This design comes from an exercise in tuning for small area and a short achievable clock period on the open sky130 flow, not from production work.
Function was checked by simulation only, so behaviour that the tests miss may differ from the original.

==> flow/design.v <==
module ex(
input clk, 
input rstn,
input	instruction_vld, 
input [31:0]instruction,
input [31:0] PC,
input [31:0] exePC,
output [2:0]funct3,
output EXE_ready,
output EXE_flush,
output [31:0]EXE_real_PC,
output [31:0] MEM_address, 
output LOAD_vld,
output STORE_vld,
output [31:0]STORE_fifo_data,
output [4:0]LOAD_fifo_rd,
input  MEM_flush, 
input LOAD_reg_wr, 
input [4:0]LOAD_reg_rd, 
input [31:0]LOAD_reg_data, 
output CSR_wr,
output [11:0]CSR_index,
output [31:0]CSR_OPRA,
output [31:0]CSR_OPRI,
input [31:0] CSR_result,
output MRET,
output BREAK,
output ECALL,
output I_Illage
);
wire [4:0] rs1_index,rs2_index,rd_index;
wire [31:0]rs1_data,rs2_data;
wire subright,sra;
wire conflict,rd_long_mark,rd_mark,rs1_mark,rs2_mark;
wire [31:0]ALU_OPRA,ALU_OPRB;
wire [4:0] ALU_shamt; 
wire [31:0]MUL_OPRA,MUL_OPRB;
wire [31:0]DIV_OPRA,DIV_OPRB;
wire [31:0]BTYPE_OPRA,BTYPE_OPRB;
wire [31:0]JALR_OPRA,JALR_OPRI,JAL_OPR;
wire [4:0] BIT_OPRB,BIT_OPRC;
wire [31:0]BIT_OPRA,BIT_OPRD;
wire [31:0]UTYPE_OPR;
wire [31:0]LOADSTORE_OPA,LOAD_OPB,STORE_OPB;
wire [31:0]BIT_result,DIV_result;
wire MULT_reg_wr;
wire [4:0] MULT_reg_rd;
wire [4:0] EXE_reg_rd;
wire EXE_reg_wr;
wire [31:0]MULT_reg_data;
wire [31:0]EXE_reg_data;
wire ALU_vld,MUL_vld,DIV_vld,BIT_vld,BTYPE_vld,JAL_vld,JALR_vld,LUI_vld,AUIPC_vld,CSR_vld;
wire JTYPE_FLUSH,BTYPE_FLUSH;
wire [31:0] JTYPE_REAL_ADDR,BTYPE_REAL_ADDR;
wire [31:0] BTYPE_offset;
assign EXE_flush  = JTYPE_FLUSH | BTYPE_FLUSH;
assign EXE_real_PC= ({32{JTYPE_FLUSH}} & JTYPE_REAL_ADDR) | ({32{BTYPE_FLUSH}} & BTYPE_REAL_ADDR);
assign CSR_wr	  = CSR_vld;
assign EXE_ready  = !conflict;
assign LOAD_fifo_rd= ({5{LOAD_vld}} & rd_index); 
assign STORE_fifo_data =({32{STORE_vld}} & rs2_data);
ex_module u_ex_module
(
.instruction(instruction),
.instruction_vld(instruction_vld),
.rs1_index(rs1_index),
.rs1_data(rs1_data),
.rs2_index(rs2_index),
.rs2_data(rs2_data),
.rd_index(rd_index),
.funct3(funct3),
.subright(subright),
.sra(sra),
.conflict(conflict),
.rd_long_mark(rd_long_mark),
.rd_mark(rd_mark),
.rs1_mark(rs1_mark),
.rs2_mark(rs2_mark),
.ALU_OPRA(ALU_OPRA),
.ALU_OPRB(ALU_OPRB),
.ALU_shamt(ALU_shamt),
.MUL_OPRA(MUL_OPRA),
.MUL_OPRB(MUL_OPRB),
.DIV_OPRA(DIV_OPRA),
.DIV_OPRB(DIV_OPRB),
.BTYPE_OPRA(BTYPE_OPRA),
.BTYPE_OPRB(BTYPE_OPRB),
.BTYPE_offset(BTYPE_offset),
.JAL_OPR(JAL_OPR),
.JALR_OPRA(JALR_OPRA),
.JALR_OPRI(JALR_OPRI),
.BIT_OPRA(BIT_OPRA),
.BIT_ORPB(BIT_OPRB),
.BIT_OPRC(BIT_OPRC),
.BIT_OPRD(BIT_OPRD),
.UTYPE_OPR(UTYPE_OPR),
.LOADSTORE_OPA(LOADSTORE_OPA),
.LOAD_OPB(LOAD_OPB),
.STORE_OPB(STORE_OPB),
.CSR_index(CSR_index),
.CSR_OPRA(CSR_OPRA),
.CSR_OPRI(CSR_OPRI),
.ALU_vld(ALU_vld),
.MUL_vld(MUL_vld),
.DIV_vld(DIV_vld),
.BIT_vld(BIT_vld),
.BTYPE_vld(BTYPE_vld),
.JAL_vld(JAL_vld),
.JALR_vld(JALR_vld),
.LUI_vld(LUI_vld),
.AUIPC_vld(AUIPC_vld),
.LOAD_vld(LOAD_vld),
.STORE_vld(STORE_vld),
.CSR_vld(CSR_vld),
.MRET_vld(MRET),
.BREAK_vld(BREAK),
.ECALL_vld(ECALL),
.I_Illage(I_Illage)
);
relevant u_relevant
(
.clk(clk),
.rstn(rstn),
.instruction_vaild(instruction_vld),
.rs1_index(rs1_index),
.rs2_index(rs2_index),
.rd_index(rd_index),
.rd_long_mark(rd_long_mark),
.rd_mark(rd_mark),
.rs1_mark(rs1_mark),
.rs2_mark(rs2_mark),
.conflict(conflict),
.MEM_flush(MEM_flush),
.MULT_reg_wr(MULT_reg_wr),
.MULT_reg_rd(MULT_reg_rd),
.LOAD_reg_wr(LOAD_reg_wr),
.LOAD_reg_rd(LOAD_reg_rd)
);
RegFile u_RegFile
(
.clk(clk),
.rstn(rstn),
.RS1(rs1_index),
.RS2(rs2_index),
.Rd_EXE(EXE_reg_rd),
.Rd_MEM(LOAD_reg_rd),
.Rd_MULT(MULT_reg_rd),
.Wen_EXE(EXE_reg_wr),
.Wen_MEM(LOAD_reg_wr),
.Wen_MULT(MULT_reg_wr),
.BusW_EXE(EXE_reg_data), 
.BusW_MEM(LOAD_reg_data),
.BusW_MULT(MULT_reg_data),
.BusA(rs1_data),
.BusB(rs2_data)
);
wire [31:0] ALU_result;
ALU u_ALU
(
.rs1_data(ALU_OPRA),
.rs2_data(ALU_OPRB),
.funct3(funct3),
.subright(subright),
.sra(sra),
.shamt(ALU_shamt),
.ALU_result(ALU_result)
);
wire [31:0] UTYPE_result;
UTYPE u_UTYPE
(
.LUI_vld(LUI_vld),
.AUIPC_vld (AUIPC_vld),
.PC(exePC),
.UTYPE_OPR(UTYPE_OPR),
.UTYPE_result(UTYPE_result)
);
LOAD_STORE u_LOAD_STORE
(
.LOAD_vld(LOAD_vld),
.STORE_vld(STORE_vld),
.LOADSTORE_OPA(LOADSTORE_OPA),
.LOAD_OPB(LOAD_OPB),
.STORE_OPB(STORE_OPB),
.MEM_address(MEM_address)
);
BTYPE_compare u_compare
(
.BTYPE_vld(BTYPE_vld),
.BTYPE_OPRA(BTYPE_OPRA),
.BTYPE_OPRB(BTYPE_OPRB),
.funct3(funct3),
.PC(PC),
.exePC(exePC),
.BTYPE_offset(BTYPE_offset),
.BTYPE_FLUSH(BTYPE_FLUSH), 
.BTYPE_REAL_ADDR(BTYPE_REAL_ADDR) 
);
wire [31:0] j_reg_data;
JTYPE_jump u_jump
(
.Jal_vld(JAL_vld),
.Jalr_vld(JALR_vld),
.exePC(exePC),
.JAL_OPR(JAL_OPR),
.JALR_OPRA(JALR_OPRA),
.JALR_OPRI(JALR_OPRI),
.j_reg_data(j_reg_data),
.JTYPE_FLUSH(JTYPE_FLUSH), 
.JTYPE_REAL_ADDR(JTYPE_REAL_ADDR) 
);
wire [31:0] MUL_result;
reg [31:0] MUL_OPRA_r,MUL_OPRB_r;
reg [1:0]  MUL_funct3_r;
always@(posedge clk) begin
MUL_OPRA_r   <= MUL_OPRA;
MUL_OPRB_r   <= MUL_OPRB;
MUL_funct3_r <= funct3[1:0];
end
MUL u_MUL
(
.MUL_OPRA(MUL_OPRA_r),
.MUL_OPRB(MUL_OPRB_r),
.MUL_funct3({1'b0,MUL_funct3_r}),
.MUL_result(MUL_result)
);
BIT u_BIT
(
.BIT_rs1_data(BIT_OPRA),
.BIT_rd_data(BIT_OPRD),
.BIT_imm2_rs2(BIT_OPRB),
.BIT_imm3_rs2(BIT_OPRC),
.BIT_funct3(funct3),
.BIT_result(BIT_result)
);
WB u_WB
(
.clk(clk),
.rstn(rstn),
.ALU_vld(ALU_vld),
.MUL_vld(MUL_vld),
.DIV_vld(DIV_vld),
.BIT_vld(BIT_vld),
.JAL_vld(JAL_vld),
.JALR_vld(JALR_vld),
.LUI_vld(LUI_vld),
.AUIPC_vld(AUIPC_vld),
.CSR_vld(CSR_vld),
.rd_index(rd_index),
.CSR_result(CSR_result),
.ALU_result(ALU_result),
.UTYPE_result(UTYPE_result),
.BIT_result(BIT_result),
.j_reg_data(j_reg_data),
.MUL_result(MUL_result),
.DIV_result(DIV_result),
.EXE_reg_wr(EXE_reg_wr),
.EXE_reg_data(EXE_reg_data),
.EXE_reg_rd(EXE_reg_rd),
.MULT_reg_wr(MULT_reg_wr),
.MULT_reg_data(MULT_reg_data),
.MULT_reg_rd(MULT_reg_rd)
);
endmodule
module ex_module
(
input [31:0]instruction,
input instruction_vld,
output [4:0] rs1_index,
input  [31:0]rs1_data,
output [4:0] rs2_index,
input  [31:0]rs2_data,
output [4:0] rd_index,
output [2:0]funct3,
output subright,
output sra,
input  conflict,
output rd_long_mark,
output rd_mark,
output rs1_mark,
output rs2_mark,
output [31:0]ALU_OPRA,
output [31:0]ALU_OPRB,
output [4:0]ALU_shamt,
output [31:0]BIT_OPRA,
output [4:0]BIT_ORPB,
output [4:0]BIT_OPRC,
output [31:0]BIT_OPRD,
output [31:0]MUL_OPRA,
output [31:0]MUL_OPRB,
output [31:0]DIV_OPRA,
output [31:0]DIV_OPRB,
output [31:0]BTYPE_OPRA,
output [31:0]BTYPE_OPRB,
output [31:0]BTYPE_offset,
output [31:0]JAL_OPR,
output [31:0]JALR_OPRA,
output [31:0]JALR_OPRI,
output [31:0]UTYPE_OPR,
output [31:0]LOADSTORE_OPA,
output [31:0]LOAD_OPB,
output [31:0]STORE_OPB,
output [11:0]CSR_index,
output [31:0]CSR_OPRA,
output [31:0]CSR_OPRI,
output ALU_vld,
output MUL_vld,
output DIV_vld,
output BIT_vld,
output BTYPE_vld,
output JAL_vld,
output JALR_vld,
output LUI_vld,
output AUIPC_vld,
output LOAD_vld,
output STORE_vld,
output CSR_vld,
output MRET_vld,
output BREAK_vld,
output ECALL_vld,
output I_Illage
);
assign funct3	=instruction[14:12];
wire [6:0]funct7	=instruction[31:25];
wire [11:0]funct12	=instruction[31:20];
wire [6:0] Op=instruction[6:0];
wire RTYPE	= (Op==7'b0110011);
wire ITYPE	= (Op==7'b0010011);  
wire BTYPE	= (Op==7'b1100011);
wire LUI	= (Op==7'b0110111);
wire AUIPC	= (Op==7'b0010111);
wire LOAD	= (Op==7'b0000011);
wire STORE	= (Op==7'b0100011);
wire SYSTEM	= (Op==7'b1110011);
wire JAL	= (Op==7'b1101111);
wire JALR 	= (Op==7'b1100111);
assign I_Illage= !RTYPE & !ITYPE & !BTYPE & !LUI & !AUIPC & !LOAD & !STORE & !SYSTEM & !JAL & !JALR & !SYSTEM & !(instruction==32'b0);
wire RTYPE_BASE	=RTYPE &(funct7==7'b0000000 | funct7==7'b0100000);
wire RTYPE_MUL	 	=RTYPE &(funct7==7'b0000001)&(!funct3[2]);
wire RTYPE_DIV		=RTYPE &(funct7==7'b0000001)&( funct3[2]);
wire RTYPE_BIT		=RTYPE &(funct7[6]==1'b1);
wire RTYPE_BIT_rd =RTYPE_BIT & (funct3==3'b010);
wire ITYPE_unsign =ITYPE & (funct3==3'b011 | funct3==3'b100 | funct3==3'b110 | funct3==3'b111);
wire ITYPE_sign   =ITYPE & (funct3==3'b000 | funct3==3'b010);
wire SYSTEM_MRET	=SYSTEM&(funct12==12'b0011_0000_0010)&(~|funct3);
wire SYSTEM_ECALL	=SYSTEM&(funct12==12'b0000_0000_0000)&(~|funct3);
wire SYSTEM_BREAK	=SYSTEM&(funct12==12'b0000_0000_0001)&(~|funct3);
wire SYSTEM_CSR 	=SYSTEM &(|funct3);
assign rd_long_mark	= instruction_vld &(LOAD | RTYPE_DIV | RTYPE_MUL);
assign rd_mark		   = instruction_vld &(RTYPE_BASE | ITYPE | LUI | AUIPC | JAL | JALR | LOAD | RTYPE_DIV | RTYPE_MUL | SYSTEM_CSR);
assign rs1_mark		= instruction_vld &(RTYPE_BASE | RTYPE_MUL | RTYPE_DIV | ITYPE | JALR | BTYPE | LOAD | STORE | SYSTEM_CSR);
assign rs2_mark		= instruction_vld &(RTYPE_BASE | RTYPE_MUL | RTYPE_DIV | BTYPE | STORE);
wire [31:0] ITYPE_Imm	={{20{instruction[31]}},{instruction[31:20]}};
wire [31:0]	JAL_Imm		={{12{instruction[20]}},{instruction[19:12]},{instruction[20]},{instruction[30:21]},1'b0};
wire [31:0] BTYPE_Imm	={{20{instruction[12]}},{instruction[7]},{instruction[30:25]},{instruction[11:8]},1'b0};
wire [31:0] STORE_Imm	={{20{instruction[31]}},{instruction[31:25]},{instruction[11:7]}};
wire [31:0] LOAD_Imm		={{20{instruction[31]}},{instruction[31:20]}};
wire [31:0] UTYPE_Imm	={{instruction[31:12]},{12'b0}};
wire [31:0] CSR_Imm		={{27'b0},{instruction[19:15]}};
wire [4:0]  BIT_Imm2		=instruction[24:20];
wire [4:0]  BIT_Imm3		=instruction[29:25];
assign rs1_index =instruction[19:15];
assign rs2_index =RTYPE_BIT_rd?instruction[11:7]:instruction[24:20];
assign rd_index  =instruction[11:7];
assign ALU_vld   = instruction_vld & ~conflict &(ITYPE | RTYPE_BASE);
assign ALU_OPRA   =rs1_data;
assign ALU_OPRB   =({32{RTYPE_BASE}}&rs2_data)|
						 ({32{ITYPE}}&ITYPE_Imm);
assign ALU_shamt  = RTYPE_BASE ? rs2_data[4:0] : instruction[24:20];
assign subright	       =funct7[5]&RTYPE_BASE&(funct3==3'b000);
assign sra	       =funct7[5]&(RTYPE_BASE|ITYPE)&(funct3==3'b101);
assign MUL_vld = instruction_vld & ~conflict & RTYPE_MUL;
assign MUL_OPRA = rs1_data;
assign MUL_OPRB = rs2_data;
assign DIV_vld = instruction_vld & ~conflict & RTYPE_DIV;
assign DIV_OPRA = rs1_data;
assign DIV_OPRB = rs2_data;
assign BIT_vld = instruction_vld & ~conflict & RTYPE_BIT;
assign BIT_OPRA = rs1_data;
assign BIT_ORPB = ({5{funct7[5]}} & BIT_Imm2) |({5{~funct7[5]}} & rs2_data[4:0]);
assign BIT_OPRC = ({5{funct7[5]}} & BIT_Imm3) |({5{~funct7[5]}} & rs2_data[9:5]);
assign BIT_OPRD = rs2_data;
assign BTYPE_vld = instruction_vld & ~conflict & BTYPE;
assign BTYPE_OPRA = rs1_data;
assign BTYPE_OPRB = rs2_data;
assign BTYPE_offset=BTYPE_Imm;
assign JAL_vld	= instruction_vld & ~conflict & JAL;
assign JAL_OPR	= JAL_Imm;
assign JALR_vld	= instruction_vld & ~conflict & JALR;
assign JALR_OPRA	= rs1_data;
assign JALR_OPRI	= ITYPE_Imm;
assign LUI_vld	= instruction_vld & ~conflict & LUI;
assign AUIPC_vld	= instruction_vld & ~conflict & AUIPC;
assign UTYPE_OPR 	= UTYPE_Imm;
assign LOAD_vld 		= instruction_vld & ~conflict & LOAD;
assign STORE_vld	 	= instruction_vld & ~conflict & STORE;
assign LOADSTORE_OPA 	= rs1_data;
assign LOAD_OPB			= LOAD_Imm;
assign STORE_OPB		   = STORE_Imm;
assign CSR_vld  = instruction_vld & ~conflict & SYSTEM_CSR;
assign CSR_index= instruction[31:20];
assign CSR_OPRA = rs1_data;
assign CSR_OPRI = CSR_Imm;
assign MRET_vld =SYSTEM_MRET &instruction_vld & ~conflict;
assign ECALL_vld=SYSTEM_ECALL&instruction_vld & ~conflict;
assign BREAK_vld=SYSTEM_BREAK&instruction_vld & ~conflict;
endmodule
module relevant(
	input	clk,
	input 	rstn,
	input	[4:0]	rs1_index,
	input	[4:0]	rs2_index,
	input	[4:0]	rd_index,
	input instruction_vaild,
	input  	rd_long_mark,
	input	rs1_mark,
	input 	rs2_mark,
	input	rd_mark,
	output conflict,
	input  MEM_flush,
	input  MULT_reg_wr,
	input  LOAD_reg_wr,
	input [4:0] MULT_reg_rd,
	input [4:0] LOAD_reg_rd  
);
	reg [4:0] f0_rd;
	reg f0_vld;
	reg [4:0] f1_rd;
	reg f1_vld;
	reg [4:0] f2_rd;
	reg f2_vld;
	reg [4:0] f3_rd;
	reg f3_vld;
   wire remove0 = (MULT_reg_wr&(f0_rd==MULT_reg_rd)) | ( LOAD_reg_wr&(f0_rd==LOAD_reg_rd ));
	wire remove1 = (MULT_reg_wr&(f1_rd==MULT_reg_rd)) | ( LOAD_reg_wr&(f1_rd==LOAD_reg_rd ));
	wire remove2 = (MULT_reg_wr&(f2_rd==MULT_reg_rd)) | ( LOAD_reg_wr&(f2_rd==LOAD_reg_rd ));
	wire remove3 = (MULT_reg_wr&(f3_rd==MULT_reg_rd)) | ( LOAD_reg_wr&(f3_rd==LOAD_reg_rd ));
	wire ack0,ack1,ack2,ack3,conflict_rd,conflict_rs1,conflict_rs2;
always@(posedge clk or negedge rstn)
    if(~rstn) f0_vld <= 1'b0;
    else if(ack0 & rd_long_mark) f0_vld<=1'b1;
	else if(remove0) f0_vld <= 1'b0;			
always@(posedge clk or negedge rstn)
    if(~rstn) f1_vld <= 1'b0;
    else if(ack1 & rd_long_mark) f1_vld<=1'b1;
	else if(remove1) f1_vld <= 1'b0;			
always@(posedge clk or negedge rstn)
    if(~rstn) f2_vld <= 1'b0;
    else if(ack2 & rd_long_mark) f2_vld<=1'b1;
	else if(remove2) f2_vld <= 1'b0;			
always@(posedge clk or negedge rstn)
    if(~rstn) f3_vld <= 1'b0;
    else if(ack3 & rd_long_mark) f3_vld<=1'b1; 
	else if(remove3) f3_vld <= 1'b0;			
always@(posedge clk or negedge rstn)
   if(~rstn) begin f0_rd <= 5'd0;end
   else if(ack0 & rd_long_mark) begin f0_rd <= rd_index;end
always@(posedge clk or negedge rstn)
   if(~rstn) begin f1_rd <= 5'd0;end
   else if(ack1 & rd_long_mark) begin f1_rd <= rd_index;end
always@(posedge clk or negedge rstn)
   if(~rstn) begin f2_rd <= 5'd0;end
   else if(ack2 & rd_long_mark) begin f2_rd <= rd_index;end
always@(posedge clk or negedge rstn)
  if(~rstn) begin f3_rd <= 5'd0;end
  else if(ack3 & rd_long_mark) begin f3_rd <= rd_index;end
wire req0 = instruction_vaild & ~f0_vld & ~conflict& ~MEM_flush;
wire req1 = instruction_vaild & ~f1_vld & ~conflict& ~MEM_flush;
wire req2 = instruction_vaild & ~f2_vld & ~conflict& ~MEM_flush;
wire req3 = instruction_vaild & ~f3_vld & ~conflict& ~MEM_flush;
assign conflict_rd = (((rd_index == f0_rd) & f0_vld)| 
                      ((rd_index == f1_rd) & f1_vld)|
				      ((rd_index == f2_rd) & f2_vld)|
				      ((rd_index == f3_rd) & f3_vld)) & rd_mark; 
assign conflict_rs1 = (((rs1_index == f0_rd) & f0_vld)| 
                       ((rs1_index == f1_rd) & f1_vld)|
				       ((rs1_index== f2_rd) & f2_vld)|
				       ((rs1_index == f3_rd) & f3_vld)) & rs1_mark;	 
assign conflict_rs2 = (((rs2_index == f0_rd) & f0_vld)| 
                       ((rs2_index == f1_rd) & f1_vld)|
				       ((rs2_index == f2_rd) & f2_vld)|
				       ((rs2_index == f3_rd) & f3_vld)) & rs2_mark; 
assign conflict = conflict_rd | conflict_rs1 | conflict_rs2 | (f0_vld & f1_vld & f2_vld & f3_vld) ;
arbiter4 uarbiter(.clk(clk),
                 .rst(rstn),
                .req({req3,req2,req1,req0}),
                .result({ack3,ack2,ack1,ack0}));
endmodule
module  arbiter4( clk, rst,req, result);
  input clk,rst;
  input[3:0] req;
  output[3:0] result;
  reg[3:0] result;
  reg req1_reg2,req1_reg3,req1_reg4;
  reg req2_reg1,req2_reg3,req2_reg4;
  reg req3_reg1,req3_reg2,req3_reg4;
  reg req4_reg1,req4_reg2,req4_reg3;
  always @ (posedge clk or negedge rst)
   begin
   if (!rst) 
    begin
     req1_reg2 <=1'b0; req1_reg3 <=1'b0; req1_reg4 <=1'b0;
     req2_reg1 <=1'b1;  req2_reg3 <=1'b0; req2_reg4 <=1'b0;
     req3_reg1 <=1'b1; req3_reg2 <=1'b1;  req3_reg4 <=1'b0;
     req4_reg1 <=1'b1; req4_reg2 <=1'b1;  req4_reg3 <=1'b1; 
    end
   else begin 
    case (result)
     4'b0001: begin
               req1_reg2 <=1'b1; req1_reg3 <=1'b1; req1_reg4 <=1'b1;
               req2_reg1 <=1'b0;  
               req3_reg1 <=1'b0;  
               req4_reg1 <=1'b0;  
              end
    4'b0010:  begin
                 req1_reg2 <=1'b0;  
                 req2_reg1 <=1'b1;  req2_reg3 <=1'b1; req2_reg4 <=1'b1;
                 req3_reg2 <=1'b0;  
                 req4_reg2 <=1'b0;  
              end                                      
    4'b0100:  begin
                req1_reg3 <=1'b0;  
                req2_reg3 <=1'b0;  
                req3_reg1 <=1'b1; req3_reg2 <=1'b1;    req3_reg4 <=1'b1;
                req4_reg3 <=1'b0;  
              end
    4'b1000:  begin
                req1_reg4 <=1'b0;
                req2_reg4 <=1'b0;
                req3_reg4 <=1'b0;
                req4_reg1 <=1'b1; req4_reg2 <=1'b1; req4_reg3 <=1'b1; 
              end
   endcase
   end
   end
 always @ *
  begin
    result[0]= req[0] & (~(req1_reg2&req[1]))&(~(req1_reg3&req[2]))&(~(req1_reg4&req[3]));
    result[1]= req[1] & (~(req2_reg1&req[0]))&(~(req2_reg3&req[2]))&(~(req2_reg4&req[3]));
    result[2]= req[2] & (~(req3_reg1&req[0]))&(~(req3_reg2&req[1]))&(~(req3_reg4&req[3]));
    result[3]= req[3] & (~(req4_reg1&req[0]))&(~(req4_reg2&req[1]))&(~(req4_reg3&req[2]));
  end
 endmodule
module RegFile(input clk,
           input rstn,
		   input [4:0] RS1,
		   input [4:0] RS2,
		   input [4:0] Rd_EXE,
		   input [4:0] Rd_MEM,
		   input [4:0] Rd_MULT,
		   input Wen_EXE,
		   input Wen_MEM,
		   input Wen_MULT,
		   output [31:0] BusA,
		   output [31:0] BusB,
		   input [31:0] BusW_EXE,
		   input [31:0] BusW_MEM,
		   input [31:0] BusW_MULT);
	reg [31:0] DataReg[31:0];
	wire DataWen_EXE[31:0];
	wire DataWen_MEM[31:0];
	wire DataWen_MULT[31:0];
	assign 	DataWen_EXE	[0] = 1'b0;
	assign 	DataWen_MEM	[0] = 1'b0;
	assign  DataWen_MULT[0] = 1'b0;
	genvar i;
	generate for(i=1;i<32;i=i+1) 
	         begin:loop_en_mux
			     assign DataWen_EXE[i] = (Wen_EXE & (Rd_EXE==i));
				 assign DataWen_MEM[i] = (Wen_MEM & (Rd_MEM==i));
				 assign DataWen_MULT[i] = (Wen_MULT & (Rd_MULT==i));
			 end
	endgenerate
	genvar j;
	generate for(j=0;j<32;j=j+1)
	         begin:loop_wr_reg
			     always@(posedge clk or negedge rstn) begin
				     if(~rstn) DataReg[j] <= 32'd0;
                else if(DataWen_EXE[j]) DataReg[j] <= BusW_EXE;
					 else if(DataWen_MULT[j]) DataReg[j] <= BusW_MULT;	
					 else if(DataWen_MEM[j]) DataReg[j] <= BusW_MEM;	
						end
				 end
	endgenerate
	assign BusA = DataReg[RS1];
	assign BusB = DataReg[RS2];
endmodule
module ALU
(
input [31:0]rs1_data,
input [31:0]rs2_data,
input [4:0]shamt,
input [2:0]funct3,
input subright,
input sra,
output[31:0]ALU_result
);
wire [31:0] rb = {32{subright}}^rs2_data;
wire [31:0] result;
wire [31:0] sra_result;
math umath(.funct3(funct3),
            .rs1(rs1_data),
			.rb(rb),
			.shamt(shamt),
			.cin(subright),
			.result(result)
);
wire [5:0] shift_n;
assign shift_n =  6'd32-shamt;
assign sra_result = ({32{rs1_data[31]}}<<shift_n) | result;
assign ALU_result =  sra?sra_result:result;
endmodule
module math(  input [2:0]funct3,
                  input [31:0]rs1,
				  input [31:0]rb,
				  input [4:0] shamt,
				  input cin,
				output reg [31:0] result
);
wire signed [31:0] sign_rs1;
wire signed [31:0] sign_rb;
assign sign_rs1 = rs1;
assign sign_rb = rb;
always@(*) begin
   case(funct3) 
       3'b000:result<=rs1+rb+cin;
	   3'b001:result<=rs1<<shamt;
	   3'b010:if(sign_rs1<sign_rb) result <=32'd1;
	          else result<=32'd0;
	   3'b011:if(rs1<rb) result<= 32'd1;
	          else result <= 32'd0;
	   3'b100:result<=rs1 ^ rb;
	   3'b101:result<=rs1>>shamt;
	   3'b110:result<=rs1 | rb;
	   3'b111:result<=rs1 & rb;
   endcase
end	
endmodule
module BIT(
         input [31:0] BIT_rs1_data,
			input [31:0] BIT_rd_data,
			input [4:0] BIT_imm2_rs2,
			input [4:0] BIT_imm3_rs2,
			input [2:0] BIT_funct3,
			output reg [31:0]BIT_result
);
wire 		[31:0]extract_stage = (BIT_rs1_data & ((1<<BIT_imm3_rs2)-1)<<BIT_imm2_rs2);
wire 		[6:0]signed_counter= 6'd32-BIT_imm2_rs2;
wire	 	[31:0]extract_unsigned = extract_stage>>BIT_imm2_rs2;
wire	 	[31:0]extract_signed = ({32{extract_stage[31]}}<<signed_counter)| extract_unsigned;
wire		 [5:0]insert_counter=5'd31-BIT_imm3_rs2;
wire		[31:0]insert=(BIT_rd_data & ~( ((1<<BIT_imm3_rs2)-1)<<BIT_imm2_rs2)) | ((({32{1'b1}}>>insert_counter)|BIT_rs1_data)<<BIT_imm2_rs2);
wire 		[31:0]bclr= BIT_rs1_data & ~(((1<<(BIT_imm3_rs2+1))-1)<<BIT_imm2_rs2);
wire 		[31:0]bset= BIT_rs1_data | ~(((1<<(BIT_imm3_rs2+1))-1)<<BIT_imm2_rs2);
always@(*)
begin
    case(BIT_funct3)
	  3'b000: BIT_result=extract_unsigned;
	  3'b001: BIT_result=extract_signed;
	  3'b010: BIT_result=insert;
	  3'b011: BIT_result=bclr;
	  3'b100: BIT_result=bset;
	default: BIT_result=32'b0;
	endcase
end
endmodule
module BTYPE_compare
(
 input BTYPE_vld,
 input [31:0] BTYPE_OPRA,
 input [31:0] BTYPE_OPRB,
 input [2:0]  funct3,
 input [31:0] BTYPE_offset,
 input [31:0] PC,
 input [31:0] exePC,
 output BTYPE_FLUSH,
 output [31:0]BTYPE_REAL_ADDR    
);
wire [31:0] rb =~BTYPE_OPRB;
wire [31:0] diff;
wire carry;
wire result;
assign {carry,diff} = BTYPE_OPRA + rb + 1'b1;
wire beq = ~(|diff);
wire bne = 	 |diff;
wire blt = (BTYPE_OPRA[31] & ~BTYPE_OPRB[31]) |
           (BTYPE_OPRA[31] & BTYPE_OPRB[31] & diff[31]) | 
		   (~BTYPE_OPRA[31] & ~BTYPE_OPRB[31] & diff[31]) ;
wire bge = (~BTYPE_OPRA[31] & BTYPE_OPRB[31]) |
           (BTYPE_OPRA[31] & BTYPE_OPRB[31] & ~diff[31]) |
		   (~BTYPE_OPRA[31] & ~BTYPE_OPRB[31] & ~diff[31]) | beq; 
wire bltu = ~carry;
wire bgeu = carry;
wire beq_bne   = (funct3[0])?bne:beq;
wire blt_bge   = (funct3[0])?bge:blt;
wire bltu_bgeu = (funct3[0])?bgeu:bltu;
assign result  = ((funct3[2:1]==2'b00) &beq_bne)|
                 ((funct3[2:1]==2'b10) &blt_bge)|
				 ((funct3[2:1]==2'b11) &bltu_bgeu);
assign BTYPE_REAL_ADDR = result ? (exePC + BTYPE_offset) : (exePC + 4);
assign BTYPE_FLUSH	  = BTYPE_vld & (|(BTYPE_REAL_ADDR^PC));
endmodule
module JTYPE_jump
(
input Jal_vld,
input Jalr_vld,
input [31:0]exePC,
input [31:0]JAL_OPR,
input [31:0]JALR_OPRA,
input [31:0]JALR_OPRI,
output [31:0]j_reg_data,
output JTYPE_FLUSH,
output [31:0]JTYPE_REAL_ADDR
);
wire [31:0]JALR_result 	  = JALR_OPRA+JALR_OPRI;
assign JTYPE_FLUSH    = Jal_vld | Jalr_vld;
assign JTYPE_REAL_ADDR = ({32{Jal_vld}} & (exePC+JAL_OPR))|
								({32{Jalr_vld}} & {JALR_result[31:1],{1'b0}});
assign j_reg_data	  = exePC+3'd4;
endmodule
module UTYPE (
input LUI_vld,
input AUIPC_vld,
input [31:0]PC,
input [31:0]UTYPE_OPR,
output[31:0] UTYPE_result
);
assign UTYPE_result = ({32{LUI_vld}} & UTYPE_OPR)|
					  ({32{AUIPC_vld}} & (UTYPE_OPR+PC));
endmodule
module LOAD_STORE(
input LOAD_vld,
input STORE_vld,
input [31:0] LOADSTORE_OPA,
input [31:0] LOAD_OPB,
input [31:0] STORE_OPB,
output [31:0] MEM_address
);
assign MEM_address = ({32{LOAD_vld}} & (LOADSTORE_OPA + LOAD_OPB)) |
					 ({32{STORE_vld}} & (LOADSTORE_OPA + STORE_OPB));
endmodule
module WB
(
input clk,
input rstn,
input ALU_vld,
input BIT_vld,
input JAL_vld,
input JALR_vld,
input LUI_vld,
input AUIPC_vld,
input [31:0]CSR_result,
input CSR_vld,
input MUL_vld,
input DIV_vld,
input [31:0]ALU_result,
input [31:0]UTYPE_result,
input [31:0]BIT_result,
input [31:0]j_reg_data,
input [31:0]MUL_result,
input [31:0]DIV_result,
input [4:0] rd_index,
output EXE_reg_wr,
output [31:0]EXE_reg_data,
output [4:0] EXE_reg_rd,
output reg MULT_reg_wr,
output [31:0]MULT_reg_data,
output reg[4:0]MULT_reg_rd
);
assign  EXE_reg_wr= ALU_vld | BIT_vld | JAL_vld | JALR_vld | LUI_vld | AUIPC_vld | CSR_vld;
assign  EXE_reg_rd=rd_index;
assign  EXE_reg_data=	({32{ALU_vld}} & ALU_result)|
						({32{BIT_vld}} & BIT_result)|
						({32{JAL_vld|JALR_vld}} & j_reg_data)|
						({32{LUI_vld|AUIPC_vld}}& UTYPE_result)|
						({32{CSR_vld}} & CSR_result);
reg [4:0]MULT_rd_buf;
reg MULT_reg_wr_buf;
always@(posedge clk or negedge rstn) begin
if(~rstn) MULT_reg_wr_buf <= 1'b0;
else MULT_reg_wr_buf <= MUL_vld;
end
always@(posedge clk or negedge rstn) begin
if(~rstn) MULT_reg_wr <= 1'b0;
else MULT_reg_wr <= MULT_reg_wr_buf;
end
always@(posedge clk or negedge rstn) begin
if(~rstn) MULT_rd_buf <= 4'b0;
else MULT_rd_buf <= rd_index;
end
always@(posedge clk or negedge rstn) begin
if(~rstn) MULT_reg_rd <= 4'b0;
else MULT_reg_rd <= MULT_rd_buf;
end
reg [31:0] MULT_data_r;
always@(posedge clk) MULT_data_r <= MUL_result;
assign MULT_reg_data=MULT_data_r;
endmodule
module MUL( 
input [31:0]MUL_OPRA,
input [31:0]MUL_OPRB,
input [2:0]MUL_funct3,
output [31:0]MUL_result
);
wire signed [31:0] rs1s,rs2s;
wire [63:0]result_u = MUL_OPRA * MUL_OPRB;
wire [31:0]result_uh = (MUL_funct3[0]) ? result_u[63:32] : result_u[31:0];
assign rs1s = MUL_OPRA;
assign rs2s = MUL_OPRB;
wire [63:0]result_s = rs1s * rs2s;
wire [31:0]result_sh = (MUL_funct3[0]) ? result_s[63:32] : result_s[31:0];
assign MUL_result = (MUL_funct3[1]) ? result_uh : result_sh;
endmodule
==> flow/run.sh <==
#!/bin/bash
# synth_recipe.tcl (not shown) runs the flow's synth.tcl, then flattens the netlist and writes it again
# the make line also repeats each setting of config.mk as NAME=value (left out here)
make -C /OpenROAD-flow-scripts/flow DESIGN_CONFIG=/design/flow/config.mk WORK_HOME=/design/flow/orfs CLKGATE_MAP_FILE= SYNTH_SCRIPT=/design/flow/synth_recipe.tcl finish
==> flow/config.mk <==
export PLATFORM = sky130hd
export DESIGN_NAME = ex
export DESIGN_NICKNAME = ex
export VERILOG_FILES = /design/flow/design.v
export SDC_FILE = /design/flow/constraint.sdc
export NUM_CORES = 8
export LEC_CHECK = 0
export CAP_MARGIN = 20
export CORE_MARGIN = 2
export CORE_UTILIZATION = 40
export SETUP_SLACK_MARGIN = 0.5
export SLEW_MARGIN = 20
==> flow/constraint.sdc <==
create_clock -name core_clock -period 22.0 [get_ports {clk}]
set_input_delay 4.4000 -clock core_clock [delete_from_list [all_inputs] [get_ports {clk}]]
set_output_delay 4.4000 -clock core_clock [all_outputs]
set_load 0.01 [all_outputs]
==> impl_results.md <==
- Synth warnings: 8
- DR iter-0 viols: roughly 28000
- Synth Flop Type: dfrtp_1
- Hold Vio Cnt, Final: 0
- Area growth, synth to finish: 11.02%
- Post-DP HPWL: between 700000 and 800000 um
- GP Congestion: 1.092
- Hold worst-path end: u_WB.MULT_reg_rd[0]
- Final Cycle Share: 0.9721
- Global Route Usage Sum: 0.5380
- Crit Path Class: input port to output pin
- Num CTS Buffers: between 150 and 200
- Worst-Margin Slew: 1.361 ns
- Crit path top cell by count: buf_4
- XOR/XNOR Fraction of Synth Area: 0.02745
- Max-cap violations: 0
- Core area: 0.3882 mm2
- Largest family of logic cells by synthesized area: adder cells
- Htree depth: 4
- Clock Root Buffer: clkbuf_16
- Asr flop ratio synth: 0.9139
- Final core occ: 0.4451
- Die Span Y: 627.8 um
- Number of flops mapped to enable cells by yosys: 0
- CTS Hold Bufs: 0
- CTS clk-pin slew, worst paths: roughly 0.05 ns
- FF-to-FF Start: MUL_OPRB_r[3]
- Slew headroom: 0.09239
- # fillers: 38688
- Hold Path Stages: 0
- Most frequent cells in the layout: nand2_1 (2072), inv_1 (1925), fa_1 (1480)
- CP Data Required Time: 17.60 ns
- Share of the synthesized area in the top cell type: 0.1904
- Nets@finish: 20726
- # rows: 229
- Die area: slightly below 0.4 mm2
- Drt wl/cell: 45.51 um
- Count of unique library cells instantiated by Yosys: about 130
- Area occupied by multi-input gates: between 0.1 and 0.15 mm2
- Top Ports: 359
- Largest net degree at the start of global routing: 152
- Post-Synthesis Cell Area: 0.1556 mm2
- Outcome: no timing/DRC/antenna violations
- Setup TNS: 0 ns
- Die width: roughly 630 um
- Clock latency (worst-skew pair): 0.99 ns
- Simple-gate share of the synthesized area: 0.1401
- Final Skew: ~0.16 ns
- Synth Register Bits: 1138
- Post-synthesis mux area share: 0.08848
- Compound-gate portion of the synthesized area: 0.2324
- Initial antenna violation count: around 140
- Gr ovfl total: 0
- DR vias/cell: a little over 7
- Global-route wire length before repair: around 1400000 um
- Drt drc: 0
- CTS sink count: roughly 1100
- CP max FO: 32
- Worst min path class: flop to flop
- Share of cells above drive strength 1: 0.09263
- Via Count: 169036
- Setup crit start kind: input port
- Crit path DAT: ~17 ns
- Sequential cell area: 0.02806 mm2
- Worst setup EP type: output pin
- Top post-synthesis cells by area: fa_1 (19%), dfrtp_1 (17%), mux2i_1 (8.0%)
- Synth area leader: fa_1
- Slowest CP cell: a311oi_2
- Syn Inst Count: 18791
- HP Start: u_WB.MULT_rd_buf[0]
- Max Clock Freq: 0.04676 GHz
- CP max stage delay: 0.74 ns
- Critical R2R Capture: u_WB.MULT_data_r[30]
- Setup Viol. Count Final: 0
- I/O Buffers: 331
- Longest Clk Path Bufs: 4
- Slew Viols, Final: 0
- RSZ-0062 raised after global routing: no
- Post-DRT Antenna Nets: 0
- Adder-Cell Fraction of Synth Area: 0.2405
- Initial Util: 0.4009
- R2R setup slack: 10.21 ns
- Pre-antenna DRT Iters: 22
- Sequential cell area fraction in the yosys report: 0.1799
- Final WL: around 1100000 um
- Vias in the first global route: around 160k
- Commonest non-fill, non-tap cell in the layout: nand2_1
- Min cycle time layout: between 20 and 25 ns
- TritonCTS clock tree: done
- Avg Cell Area, Syn: between 8 and 9 um2
- Cell count of the worst reg-to-reg path: 37
## stage by stage
| step | cells | hold WS, ns | setup WS [ns] | area [um2] |
|---|---|---|---|---|
| floorplan | 18817 | 0.3312 | 2.761 | 155700 |
| global placement | 23471 | 0.3347 | -0.1140 | 167000 |
| detailed placement | 23472 | 0.3410 | -0.1801 | 167000 |
| CTS | 23744 | 0.3536 | 0.5085 | 172100 |
| global route | 23811 | 0.3639 | 0.4942 | 172600 |
| finish | 23902 | 0.3548 | 0.6137 | 172800 |
## kinds of logic (layout without fill, tap and decap cells)
kind of cell,after synthesis,after routing
buffers and inverters,3640,3391
other,1,164
XOR/XNOR,487,487
adder cells (fa/ha/maj),2104,2104
flip-flops,1138,1138
AND/OR/NAND/NOR,4836,4836
multiplexers,1335,1335
AO/OA/AOI/OAI,5250,5250
## per-layer routing
layer / track usage / up-vias / wire length [um]
li1: - / 64853 / -
met1: 0.6423 / 84463 / 392400
met2: 0.7321 / 15037 / 424000
met3: 0.2423 / 4613 / 156400
met4: 0.4450 / 70 / 113400
met5: 0.02926 / - / 1645
## flip-flops by register name, indices dropped and copies added, names as in the netlist, 2 cells and up
register / count
u_relevant.f2_rd: 5
MUL_funct3_r: 2
MUL_OPRA_r: 32
u_WB.MULT_rd_buf: 5
u_WB.MULT_data_r: 32
u_relevant.f3_rd: 5
u_relevant.f0_rd: 5
u_RegFile.DataReg: 992
MUL_OPRB_r: 32
u_WB.MULT_reg_rd: 5
u_relevant.f1_rd: 5
## cells in the mapped netlist, types with 327 or more instances
library cell	n
a21o_1	432
a21oi_1	648
ha_1	624
nand2_1	2110
o211ai_1	719
nand3_1	333
mux2i_1	1247
fa_1	1480
a22oi_1	480
dfrtp_1	1034
clkbuf_1	1347
and2_1	327
nor2_1	1151
inv_1	1928
o21ai_0	1060
a211oi_1	408
## layout make-up
type                    instances  share of cell area
clock buffers                 225             0.02524
diodes                        137            0.001984
well taps                    5197             0.03763
multi-input cells           14039              0.6696
repair buffers               1183             0.05753
clock inverters                45            0.003526
flip-flops and latches       1138              0.1624
inverters                    1938             0.04214
## what timing repair did
item / in CTS / in global routing
pin swaps: 2 / 10
setup endpoints to repair: 33 / 33
cloned: 0 / 0
buffers inserted: 2 / 17
hold endpoints to repair: 0 / 0
resized for setup: 12 / 27
## critical path: cells and delay by family
kind,cells,cell delay [ns]
compound gates,21,5.64
buf+inv,10,3.04
simple gates,10,2.82
fa+ha+maj,2,0.53
mux,1,0.28
xor+xnor,1,0.19
## worst max-delay path by stage
stage / from / to / slack, ns
after floorplan: instruction[14] / EXE_real_PC[10] / 2.76
after global placement: instruction[2] / EXE_real_PC[30] / -0.11
after detailed placement: instruction[2] / EXE_real_PC[30] / -0.18
after CTS: instruction[14] / EXE_real_PC[30] / 0.51
after global routing: instruction[6] / EXE_real_PC[1] / 0.49
final: instruction[6] / EXE_real_PC[1] / 0.61

-- port drivers added, routing unchanged --
The flow's constraints put no driver on any port. The routed layout listed below was extracted and timed again, unchanged, in two steps. Step 1: set_driving_cell puts a clkbuf_16 on clk and a buf_2 on each other input, an assumption about the parent block. Step 2 times the ports against the registers' clock, not the clock port: input delays grow and output delays shrink by t, the midpoint of the rising clock arrivals with the driver on. Three values: ideal, step 1, step 2; two values: the first two.
shift t [ns]: 1.010
slack for setup (ns): 0.614 / 0.589 / 0.589
cell pins on the clock port's net: 1
After both steps setup and hold are still met in this run. For this run, drivers alone change the setup slack by -0.025 ns; drivers and shift together by -0.025 ns.
